Background: an optimization exercise with open tools, aiming at small area, a short achievable clock period and few clock cycles per item. Do not read the settings as production practice. RTL that was checked went through simulation tests only; none was proved equivalent to the original. Power and IR drop assume default switching activity.

// dut
module dut #(
    parameter int DATAW = 16
)(
    input  wire                 clk,
    input  wire                 rst_n,
    input  wire                 in_valid,
    output wire                 in_ready,
    input  wire signed [DATAW-1:0] in_data,
    output reg                  out_valid,
    input  wire                 out_ready,
    output wire signed [2*DATAW-1:0] out_data
);
Settings: LEC_CHECK=0, CAP_MARGIN=20, CORE_MARGIN=2, CORE_UTILIZATION=65, CTS_BUF_LIST=sky130_fd_sc_hd__clkbuf_8, PLACE_DENSITY=0.75, SETUP_SLACK_MARGIN=3.6, SLEW_MARGIN=20; clock period 7.5 ns.
standard.sh (not shown) runs the stock make flow with config.mk's settings and CLKGATE_MAP_FILE= SYNTH_SCRIPT=/design/flow/synth_recipe.tcl, a recipe that flattens the netlist after the stock synthesis.
==> flow/flow/run.sh <==
#!/bin/bash
# Own layout flow: the standard ORFS flow with two changes.
#  1. After the standard synthesis, flow/polarity.py picks the polarity of
#     each full adder (self-dual) and simple gate so that the inverters Yosys's
#     extract_fa leaves around full adders go away.  Registers, ports and the
#     function are unchanged.
#  2. The port buffers that buffer_ports inserts are sky130_fd_sc_hd__buf_2
#     instead of its default (the slow clkdlybuf4s50_1 delay buffer).
# Each step writes its full output to a log file in this folder.
set -euo pipefail
RES=$PWD/orfs/results/${FLOW_PLATFORM}/dut/base
bash standard.sh synth > standard_synth.log 2>&1
cp $RES/1_2_yosys.v synth_standard.v
python3 flow/polarity.py $FLOW_HOME/platforms/sky130hd/lib/sky130_fd_sc_hd__tt_025C_1v80.lib \
    synth_standard.v $RES/1_2_yosys.v > polarity.log 2>&1
rm -f $RES/1_synth.odb $RES/1_synth.sdc
export REMOVE_ABC_BUFFERS=1
export BUFFER_PORTS_ARGS="-buffer_cell sky130_fd_sc_hd__buf_1"
bash standard.sh finish > standard_finish.log 2>&1
Other scripts of this flow, unchanged in this note and not shown: flow/flow/polarity.py
Testbench counts at the start, summed over its fixed seeds: cycles 16,016, items 16,000.
Change:
--- a/flow/flow/run.sh
+++ b/flow/flow/run.sh
@@ -6,3 +6,3 @@
 #     function are unchanged.
-#  2. The port buffers that buffer_ports inserts are sky130_fd_sc_hd__buf_2
+#  2. The port buffers that buffer_ports inserts are sky130_fd_sc_hd__buf_1
 #     instead of its default (the slow clkdlybuf4s50_1 delay buffer).
@@ -16,3 +16,2 @@
 rm -f $RES/1_synth.odb $RES/1_synth.sdc
-export REMOVE_ABC_BUFFERS=1
 export BUFFER_PORTS_ARGS="-buffer_cell sky130_fd_sc_hd__buf_1"
- CTS_BUF_LIST: sky130_fd_sc_hd__clkbuf_8 -> sky130_fd_sc_hd__clkbuf_16
- CTS_CLUSTER_SIZE: not set -> 30
- SETUP_SLACK_MARGIN: 3.6 -> 3.75
Effect:
- The new run finished with timing, DRC and antenna clean
- total power is higher by 2.6%
- area after synthesis stays the same
- routed wire length goes up by 0.35%
- die area does not change
- non-clock buffer count is higher by 8
- setup slack gains 94 ps
- critical path depth does not change
- flip-flop and latch count is unchanged
- global-route usage came out lower by 0.30 points
Change:
--- a/flow/flow/run.sh
+++ b/flow/flow/run.sh
@@ -6,3 +6,3 @@
 #     function are unchanged.
-#  2. The port buffers that buffer_ports inserts are sky130_fd_sc_hd__buf_1
+#  2. The port buffers that buffer_ports inserts are sky130_fd_sc_hd__buf_2
 #     instead of its default (the slow clkdlybuf4s50_1 delay buffer).
- CTS_BUF_LIST: sky130_fd_sc_hd__clkbuf_16 -> sky130_fd_sc_hd__clkbuf_8
- CTS_CLUSTER_SIZE: 30 -> not set
- SETUP_SLACK_MARGIN: 3.75 -> 3.6
Setup slack is worse by 53 ps.
Via count is lower by 1.9%.
Hold slack is better by 7.0 ps.
Sequential share of layout area is higher by 0.44 points.
Sequential power is higher by about 0.9%.
Power is lower by 4.3%.
Change:
- CORE_UTILIZATION: 65 -> 80
- PLACE_DENSITY: 0.75 -> 0.85
=> Global-route usage grows by 7.3 points. Via count grows by 17%. Die area shrinks by 18%. Setup slack gets worse by 160 ps. Maximum frequency shrinks by 4.0%. Design area grows by 1.7%. First-iteration DRC count grows to 4.3 times its value. Utilization grows by 20 points. Count of clock-buffer cells in the layout is unchanged. Sequential share of layout area shrinks by 0.43 points.

========
before:
Another version of the RTL of dut (not shown whole).
Size: ~480 cells after synthesis, roughly 54 I/O pins, ~0.0056 mm2 of cells after synthesis.
export LEC_CHECK = 0
export CAP_MARGIN = 20
export CORE_MARGIN = 2
export CORE_UTILIZATION = 65
export CTS_BUF_LIST = sky130_fd_sc_hd__clkbuf_4
export PLACE_DENSITY = 0.75
export SETUP_SLACK_MARGIN = 3.9
export SLEW_MARGIN = 20
create_clock -name core_clock -period 7.5 [get_ports {clk}]
==> flow/flow/run.sh <==
#!/bin/bash
# Own layout flow: the standard ORFS flow with two changes.
#  1. After the standard synthesis, flow/polarity.py picks the polarity of
#     each full adder (self-dual) and simple gate so that the inverters Yosys's
#     extract_fa leaves around full adders go away.  Registers, ports and the
#     function are unchanged.
#  2. The port buffers that buffer_ports inserts are sky130_fd_sc_hd__buf_2
#     instead of its default (the slow clkdlybuf4s50_1 delay buffer).
# Each step writes its full output to a log file in this folder.
set -euo pipefail
RES=$PWD/orfs/results/${FLOW_PLATFORM}/dut/base
bash standard.sh synth > standard_synth.log 2>&1
cp $RES/1_2_yosys.v synth_standard.v
python3 flow/polarity.py $FLOW_HOME/platforms/sky130hd/lib/sky130_fd_sc_hd__tt_025C_1v80.lib \
    synth_standard.v $RES/1_2_yosys.v > polarity.log 2>&1
rm -f $RES/1_synth.odb $RES/1_synth.sdc
export BUFFER_PORTS_ARGS="-buffer_cell sky130_fd_sc_hd__buf_1"
bash standard.sh finish > standard_finish.log 2>&1
Other scripts of this flow, unchanged in this note and not shown: flow/flow/polarity.py
The following lists how after was set up differently from before:
diff --git a/flow/flow/run.sh b/flow/flow/run.sh
--- a/flow/flow/run.sh
+++ b/flow/flow/run.sh
@@ -6,3 +6,3 @@
 #     function are unchanged.
-#  2. The port buffers that buffer_ports inserts are sky130_fd_sc_hd__buf_2
+#  2. The port buffers that buffer_ports inserts are sky130_fd_sc_hd__buf_1
 #     instead of its default (the slow clkdlybuf4s50_1 delay buffer).
diff --git a/flow/config.mk b/flow/config.mk
--- a/flow/config.mk
+++ b/flow/config.mk
@@ -10,5 +10,5 @@
 export CORE_UTILIZATION = 65
-export CTS_BUF_LIST = sky130_fd_sc_hd__clkbuf_4
+export CTS_BUF_LIST = sky130_fd_sc_hd__clkbuf_8
 export PLACE_DENSITY = 0.75
-export SETUP_SLACK_MARGIN = 3.9
+export SETUP_SLACK_MARGIN = 3.6
 export SLEW_MARGIN = 20
## What came out
The run showing the smaller share of power burned in registers is after.
after finished all stages; the layout is clean.
Final worst hold slack sits lower in after than in before.
Between before and after, the instance area after placement does not differ in any meaningful way.
The power density normalized to cell area of after is higher than that of before.
Looking at share of power burned in the clock network, after sits above before.
Combinational power (after / before): 0.934
Count of clock-buffer cells in the layout, after and before: higher on before
No run of this note included a check of the RTL's function; only the layout flow was run.

========
RTL: one of the versions met above, not the one the previous note started from.
Size in the first run: ~510 cells after synthesis, about 54 I/O pins.
export LEC_CHECK = 0
export CAP_MARGIN = 20
export CORE_MARGIN = 2
export CORE_UTILIZATION = 65
export CTS_BUF_LIST = sky130_fd_sc_hd__clkbuf_8
export GPL_TIMING_DRIVEN = 1
export PLACE_DENSITY = 0.75
export SETUP_SLACK_MARGIN = 3.6
export SLEW_MARGIN = 20
create_clock -name core_clock -period 7.5 [get_ports {clk}]
==> flow/flow/run.sh <==
#!/bin/bash
# Own layout flow: the standard ORFS flow with two changes.
#  1. After the standard synthesis, flow/polarity.py picks the polarity of
#     each full adder (self-dual) and simple gate so that the inverters Yosys's
#     extract_fa leaves around full adders go away.  Registers, ports and the
#     function are unchanged.
#  2. The port buffers that buffer_ports inserts are sky130_fd_sc_hd__buf_2
#     instead of its default (the slow clkdlybuf4s50_1 delay buffer).
# Each step writes its full output to a log file in this folder.
set -euo pipefail
RES=$PWD/orfs/results/${FLOW_PLATFORM}/dut/base
bash standard.sh synth > standard_synth.log 2>&1
cp $RES/1_2_yosys.v synth_standard.v
python3 flow/polarity.py $FLOW_HOME/platforms/sky130hd/lib/sky130_fd_sc_hd__tt_025C_1v80.lib \
    synth_standard.v $RES/1_2_yosys.v > polarity.log 2>&1
rm -f $RES/1_synth.odb $RES/1_synth.sdc
export BUFFER_PORTS_ARGS="-buffer_cell sky130_fd_sc_hd__buf_1"
bash standard.sh finish > standard_finish.log 2>&1
Other scripts of this flow, unchanged in this note and not shown: flow/flow/polarity.py
The baseline passed the timing, design-rule and antenna checks.
Testbench counts at the start, summed over its fixed seeds: cycles 16,016, items 16,000.
==> next run, changes <==
--- a/flow/flow/run.sh
+++ b/flow/flow/run.sh
@@ -5,5 +5,5 @@
 #     extract_fa leaves around full adders go away.  Registers, ports and the
 #     function are unchanged.
-#  2. The port buffers that buffer_ports inserts are sky130_fd_sc_hd__buf_2
+#  2. The port buffers that buffer_ports inserts are sky130_fd_sc_hd__buf_1
 #     instead of its default (the slow clkdlybuf4s50_1 delay buffer).
 # Each step writes its full output to a log file in this folder.
- GPL_TIMING_DRIVEN: 1 -> default
Result:
- core utilization stays the same
- clock skew is unchanged
- wire length is unchanged
- setup slack is unchanged
- non-clock buffer count stays the same
- sequential power hardly moves
- register-to-register slack stays flat
==> next run, changes <==
--- a/flow/flow/run.sh
+++ b/flow/flow/run.sh
@@ -5,5 +5,5 @@
 #     extract_fa leaves around full adders go away.  Registers, ports and the
 #     function are unchanged.
-#  2. The port buffers that buffer_ports inserts are sky130_fd_sc_hd__buf_1
+#  2. The port buffers that buffer_ports inserts are sky130_fd_sc_hd__buf_2
 #     instead of its default (the slow clkdlybuf4s50_1 delay buffer).
 # Each step writes its full output to a log file in this folder.
- SETUP_SLACK_MARGIN: 3.6 -> 3.8
Result: The changed run produced a clean layout. Cell area increases by 3.1%. Fmax increases by 0.72%. Routed wire length increases by 9.1%.
==> next run, changes <==
--- a/flow/flow/run.sh
+++ b/flow/flow/run.sh
@@ -5,5 +5,5 @@
 #     extract_fa leaves around full adders go away.  Registers, ports and the
 #     function are unchanged.
-#  2. The port buffers that buffer_ports inserts are sky130_fd_sc_hd__buf_2
+#  2. The port buffers that buffer_ports inserts are sky130_fd_sc_hd__buf_1
 #     instead of its default (the slow clkdlybuf4s50_1 delay buffer).
 # Each step writes its full output to a log file in this folder.
- CTS_BUF_LIST: sky130_fd_sc_hd__clkbuf_8 -> sky130_fd_sc_hd__clkbuf_16
- CTS_CLUSTER_DIAMETER: default -> 100
- CTS_CLUSTER_SIZE: default -> 60
- SETUP_SLACK_MARGIN: 3.8 -> 3.6
Critical path depth stays the same.
Setup slack is worse by 0.031 ns.
Final cell count decreases by 4.9%.
Via count decreases by 4.0%.
Cell area decreases by 4.0%.
Non-clock buffer count decreases by 34.
Global-route usage decreases by 1.7 points.
Sequential cell count stays the same.
==> next run, changes <==
- CTS_CLUSTER_DIAMETER: 100 -> default
- CTS_CLUSTER_SIZE: 60 -> 30
Outcome: The new run completed without violations. Cell count stays the same. Sequential power is about the same. Die area does not change. Worst setup slack is unchanged.
==> next run, changes <==
- CTS_BUF_LIST: sky130_fd_sc_hd__clkbuf_16 -> sky130_fd_sc_hd__clkbuf_8
- CTS_CLUSTER_SIZE: 30 -> default
- SETUP_SLACK_MARGIN: 3.6 -> 3.7
Via count grows by 2.1%.
Wire length grows by 3.0%.
Clock-buffer cell count is unchanged.

## static timing again, ports no longer ideal
The flow's constraints put no driver on any port. The routed layouts listed below were extracted and timed again, unchanged, in two steps.
Step 1 assumes that a clkbuf_16 drives the clock port and a buf_2 every other input.
Step 2 also shifts input and output timing later by t, the mid clock arrival at the registers, as if the neighbouring blocks saw the same clock.
Three values: ideal, step 1, step 2; two values: the first two.
run | shift t [ns] | slack for setup (ns) | worst slew at a driven data input, ns
the first run of note 1 | 0.341 | 3.686 / 3.657 / 3.756 | 0.03
the second run of note 1 | 0.328 | 3.780 / 3.743 / 3.873 | 0.03
the third run of note 1 | 0.347 | 3.727 / 3.693 / 3.762 | 0.03
the fourth run of note 1 | 0.354 | 3.568 / 3.537 / 3.574 | 0.04
before | 0.440 | 3.387 / 3.358 / 3.718 | 0.03
after | 0.374 | 3.483 / 3.452 / 3.737 | 0.03
the first run of note 3 | 0.347 | 3.727 / 3.693 / 3.762 | 0.03
the second run of note 3 | 0.347 | 3.727 / 3.693 / 3.762 | 0.03
the third run of note 3 | 0.345 | 3.754 / 3.721 / 3.868 | 0.03
the fourth run of note 3 | 0.328 | 3.723 / 3.686 / 3.783 | 0.03
the fifth run of note 3 | 0.328 | 3.723 / 3.686 / 3.783 | 0.03
the sixth run of note 3 | 0.347 | 3.742 / 3.709 / 3.829 | 0.03
After both steps every run listed still meets setup and hold.
